Background: an optimization exercise with open tools, aiming at small area. Do not read the settings as production practice. RTL that was checked went through simulation tests only; none was proved equivalent to the original. No activity file was given, so power comes from the tool's default toggle rates.

build 79:
==> flow/design.v (excerpt) <==
module my_chip (
    input logic [11:0] io_in,  
    output logic [11:0] io_out,  
    input logic clock,
    input logic reset  
);
    logic [11:0] in_s;
    logic rst;
    genvar g;
    generate
        for (g = 0; g < 12; g = g + 1) begin : sync
            Synchronizer s(.async(io_in[g]), .clock(clock), .sync(in_s[g]));
        end
    endgenerate
    Synchronizer sync_rst(.async(reset), .clock(clock), .sync(rst));
    wire [7:0] din   = in_s[7:0];
    wire       enter = in_s[8];
    wire       sw    = in_s[9];
    wire [1:0] opin  = in_s[11:10];
    logic en_d, pe_d, sw_d;
    wire pe = enter & ~en_d;
    wire ps = sw & ~sw_d;
    always_ff @(posedge clock) begin
        en_d <= enter;
        pe_d <= pe;
        sw_d <= sw;
    end
    logic ph;
    always_ff @(posedge clock)
        if (rst) ph <= 1'b0;
        else     ph <= ~ph;
    logic [4:0] pc;
    logic [1:0] op;
    always_ff @(posedge clock)
        if (rst) pc <= 5'd0;
        else if (pe_d & ~pc[4]) pc <= pc + 5'd1;
    always_ff @(posedge clock)
        if (pe_d & (pc == 5'd15)) op <= opin;
    wire       full = pc[4];
    wire [2:0] wring = pc[3] ? {1'b1, pc[1], pc[0]} : {1'b0, pc[2], pc[1]};
    wire       wslot = pc[3] ? pc[2] : pc[0];
    wire       wgo   = (pe | pe_d) & ~full & (ph ^ wslot);
    logic [63:0] P0, P1;
    generate
        for (g = 0; g < 8; g = g + 1) begin : ring
            always_ff @(posedge clock) begin
                P1[8*g+7:8*g] <= P0[8*g+7:8*g];
                P0[8*g+7:8*g] <= (wgo && wring == g) ? din : P1[8*g+7:8*g];
            end
        end
    endgenerate
    logic f1, fin;
    wire  err = full & (op == 2'b01);
    always_ff @(posedge clock)
        if (rst) begin
            f1  <= 1'b0;
            fin <= 1'b0;
        end else begin
            f1  <= full & ~(op == 2'b01);
            fin <= f1;
        end
    logic [4:0] n;
    always_ff @(posedge clock)
        if (rst) n <= 5'd0;
        else if (ps & fin) n <= n + 5'd1;
    wire [3:0] k = n[4:1] + {3'b0, fin};
    wire [1:0] i = k[3:2];
    wire [1:0] j = k[1:0];
    logic [3:0] X0, X1, Y0, Y1;
    always_comb begin
        case (i)
            2'd0: {X0, X1} = P0[7:0];
            2'd1: {X0, X1} = P0[15:8];
  ...
==> module my_chip, before the edit <==
module my_chip (
    input logic [11:0] io_in,  
    output logic [11:0] io_out,  
    input logic clock,
    input logic reset  
);
    logic [11:0] in_s;
    logic rst;
    genvar g;
    generate
        for (g = 0; g < 12; g = g + 1) begin : sync
            Synchronizer s(.async(io_in[g]), .clock(clock), .sync(in_s[g]));
        end
    endgenerate
    Synchronizer sync_rst(.async(reset), .clock(clock), .sync(rst));
    wire [7:0] din   = in_s[7:0];
    wire       enter = in_s[8];
    wire       sw    = in_s[9];
    wire [1:0] opin  = in_s[11:10];
    logic en_d, pe_d, sw_d;
    wire pe = enter & ~en_d;
    wire ps = sw & ~sw_d;
    always_ff @(posedge clock) begin
        en_d <= enter;
        pe_d <= pe;
        sw_d <= sw;
    end
    logic ph;
    always_ff @(posedge clock)
        if (rst) ph <= 1'b0;
        else     ph <= ~ph;
    logic [4:0] pc;
    logic [1:0] op;
    always_ff @(posedge clock)
        if (rst) pc <= 5'd0;
        else if (pe_d & ~pc[4]) pc <= pc + 5'd1;
    always_ff @(posedge clock)
        if (pe_d & (pc == 5'd15)) op <= opin;
    wire       full = pc[4];
    wire [2:0] wring = pc[3] ? {1'b1, pc[1], pc[0]} : {1'b0, pc[2], pc[1]};
    wire       wslot = pc[3] ? pc[2] : pc[0];
    wire       wgo   = (pe | pe_d) & ~full & (ph ^ wslot);
    logic [63:0] P0, P1;
    generate
        for (g = 0; g < 8; g = g + 1) begin : ring
            always_ff @(posedge clock) begin
                P1[8*g+7:8*g] <= P0[8*g+7:8*g];
                P0[8*g+7:8*g] <= (wgo && wring == g) ? din : P1[8*g+7:8*g];
            end
        end
    endgenerate
    logic f1, fin;
    wire  err = full & (op == 2'b01);
    always_ff @(posedge clock)
        if (rst) begin
            f1  <= 1'b0;
            fin <= 1'b0;
        end else begin
            f1  <= full & ~(op == 2'b01);
            fin <= f1;
        end
    logic [4:0] n;
    always_ff @(posedge clock)
        if (rst) n <= 5'd0;
        else if (ps & fin) n <= n + 5'd1;
    wire [3:0] k = n[4:1] + {3'b0, fin};
    wire [1:0] i = k[3:2];
    wire [1:0] j = k[1:0];
    logic [3:0] X0, X1, Y0, Y1;
    always_comb begin
        case (i)
            2'd0: {X0, X1} = P0[7:0];
            2'd1: {X0, X1} = P0[15:8];
            2'd2: {X0, X1} = P0[23:16];
            default: {X0, X1} = P0[31:24];
        endcase
        case (j)
            2'd0: begin Y0 = P0[39:36]; Y1 = P0[55:52]; end
            2'd1: begin Y0 = P0[35:32]; Y1 = P0[51:48]; end
            2'd2: begin Y0 = P0[47:44]; Y1 = P0[63:60]; end
            default: begin Y0 = P0[43:40]; Y1 = P0[59:56]; end
        endcase
    end
    wire sub = op[1] & op[0];
    wire [3:0] a_el = j[0] ? X1 : X0;
    wire [3:0] b_el = (i[0] ? Y1 : Y0) ^ {4{sub}};
    wire [4:0] addsum = ((ph == j[1]) ? {1'b0, a_el} : 5'd0)
                      + ((ph == i[1]) ? {1'b0, b_el} : 5'd0);
    wire [8:0] mulsum = X0 * Y0 + X1 * Y1;
    wire [8:0] S = op[1] ? {4'd0, addsum} : mulsum;
    logic [8:0] Sp;
    always_ff @(posedge clock)
        Sp <= S;
    wire [9:0] C = S + Sp + {9'd0, sub};
    logic [9:0] R;
    always_ff @(posedge clock)
        if (~fin | (ps & n[0]))
            R <= {C[9:5], C[4] ^ sub, C[3:0]};
    assign io_out[4:0]  = n[0] ? R[4:0] : R[9:5];
    assign io_out[5]    = fin;
    assign io_out[6]    = err;
    assign io_out[10:7] = n[4:1];
    assign io_out[11]   = 1'b0;
endmodule
export LEC_CHECK = 0
export CAP_MARGIN = 20
export CORE_MARGIN = 2
export CORE_UTILIZATION = 40
export CTS_BUF_LIST = sky130_fd_sc_hd__clkbuf_8
export SLEW_MARGIN = 20
create_clock -name core_clock -period 10.0 [get_ports {clock}]
run.sh (not shown) runs the stock make flow with config.mk's settings and CLKGATE_MAP_FILE= SYNTH_SCRIPT=/design/flow/synth_recipe.tcl, a recipe that flattens the netlist after the stock synthesis.
## Diff of input files: trial 2 against build 79
--- a/flow/design.v
+++ b/flow/design.v
@@ -43,11 +43,11 @@
         else     ph <= ~ph;
     logic [4:0] pc;
     logic [1:0] op;
     always_ff @(posedge clock)
         if (rst) pc <= 5'd0;
-        else if (pe_d & ~pc[4]) pc <= pc + 5'd1;
+        else if (pe_d & ~pc[4] | pc[4] & ~pc[1]) pc <= pc + 5'd1;
     always_ff @(posedge clock)
         if (pe_d & (pc == 5'd15)) op <= opin;
     wire       full = pc[4];
     wire [2:0] wring = pc[3] ? {1'b1, pc[1], pc[0]} : {1'b0, pc[2], pc[1]};
     wire       wslot = pc[3] ? pc[2] : pc[0];
@@ -59,25 +59,18 @@
                 P1[8*g+7:8*g] <= P0[8*g+7:8*g];
                 P0[8*g+7:8*g] <= (wgo && wring == g) ? din : P1[8*g+7:8*g];
             end
         end
     endgenerate
-    logic f1, fin;
     wire  err = full & (op == 2'b01);
-    always_ff @(posedge clock)
-        if (rst) begin
-            f1  <= 1'b0;
-            fin <= 1'b0;
-        end else begin
-            f1  <= full & ~(op == 2'b01);
-            fin <= f1;
-        end
+    wire  fin = pc[4] & pc[1] & ~(op == 2'b01);
     logic [4:0] n;
+    wire  [4:0] np = n + {4'd0, fin};
     always_ff @(posedge clock)
         if (rst) n <= 5'd0;
-        else if (ps & fin) n <= n + 5'd1;
-    wire [3:0] k = n[4:1] + {3'b0, fin};
+        else if (ps) n <= np;
+    wire [3:0] k = np[4:1];
     wire [1:0] i = k[3:2];
     wire [1:0] j = k[1:0];
     logic [3:0] X0, X1, Y0, Y1;
     always_comb begin
         case (i)
@@ -102,15 +95,16 @@
     wire [8:0] S = op[1] ? {4'd0, addsum} : mulsum;
     logic [8:0] Sp;
     always_ff @(posedge clock)
         Sp <= S;
     wire [9:0] C = S + Sp + {9'd0, sub};
-    logic [9:0] R;
+    wire [9:0] Cf = {C[9:5], C[4] ^ sub, C[3:0]};
+    logic [4:0] R;
     always_ff @(posedge clock)
-        if (~fin | (ps & n[0]))
-            R <= {C[9:5], C[4] ^ sub, C[3:0]};
-    assign io_out[4:0]  = n[0] ? R[4:0] : R[9:5];
+        if (~fin | ps)
+            R <= np[0] ? Cf[4:0] : Cf[9:5];
+    assign io_out[4:0]  = R;
     assign io_out[5]    = fin;
     assign io_out[6]    = err;
     assign io_out[10:7] = n[4:1];
     assign io_out[11]   = 1'b0;
 endmodule
Results
Comparing build 79 against trial 2, there is no change at all in initial antenna violation count. Against build 79, power in trial 2 came out better. Between build 79 and trial 2, the combinational share of power is higher for build 79. What trial 2 reported for number of cells traversed by the worst register-to-register path has to be multiplied by 0.923 to get the figure for build 79. Taking build 79 as the reference, in trial 2 total area of multi-input combinational cells shrank by about 0.8%, placed wire-length estimate grew by 2.3%, worst-case headroom to the max-slew limit grew by 1.9 points.
For trial 2, only the layout was checked, not whether the RTL still works.

## static timing again, ports no longer ideal
The flow's constraints put no driver on any port. The routed layouts listed below were extracted and timed again, unchanged, in two steps. Step 1 assumes that a clkbuf_16 drives the clock port and a buf_2 every other input. Step 2 adds t to the input delays and takes it off the output delays; t is the mean of the earliest and latest rising clock arrival at the registers after step 1. Input paths then give back, and output paths get back, about the clock's delay inside the block. Three values: ideal ports, drivers, drivers and shift; two values: the first two.
run	t (ns)	setup WS [ns]	worst register clock-pin slew, ns
build 79	0.484	2.990 / 2.990 / 2.990	0.11 / 0.11
trial 2	0.487	1.802 / 1.802 / 1.802	0.10 / 0.10
After both steps setup and hold are still met in every run listed.
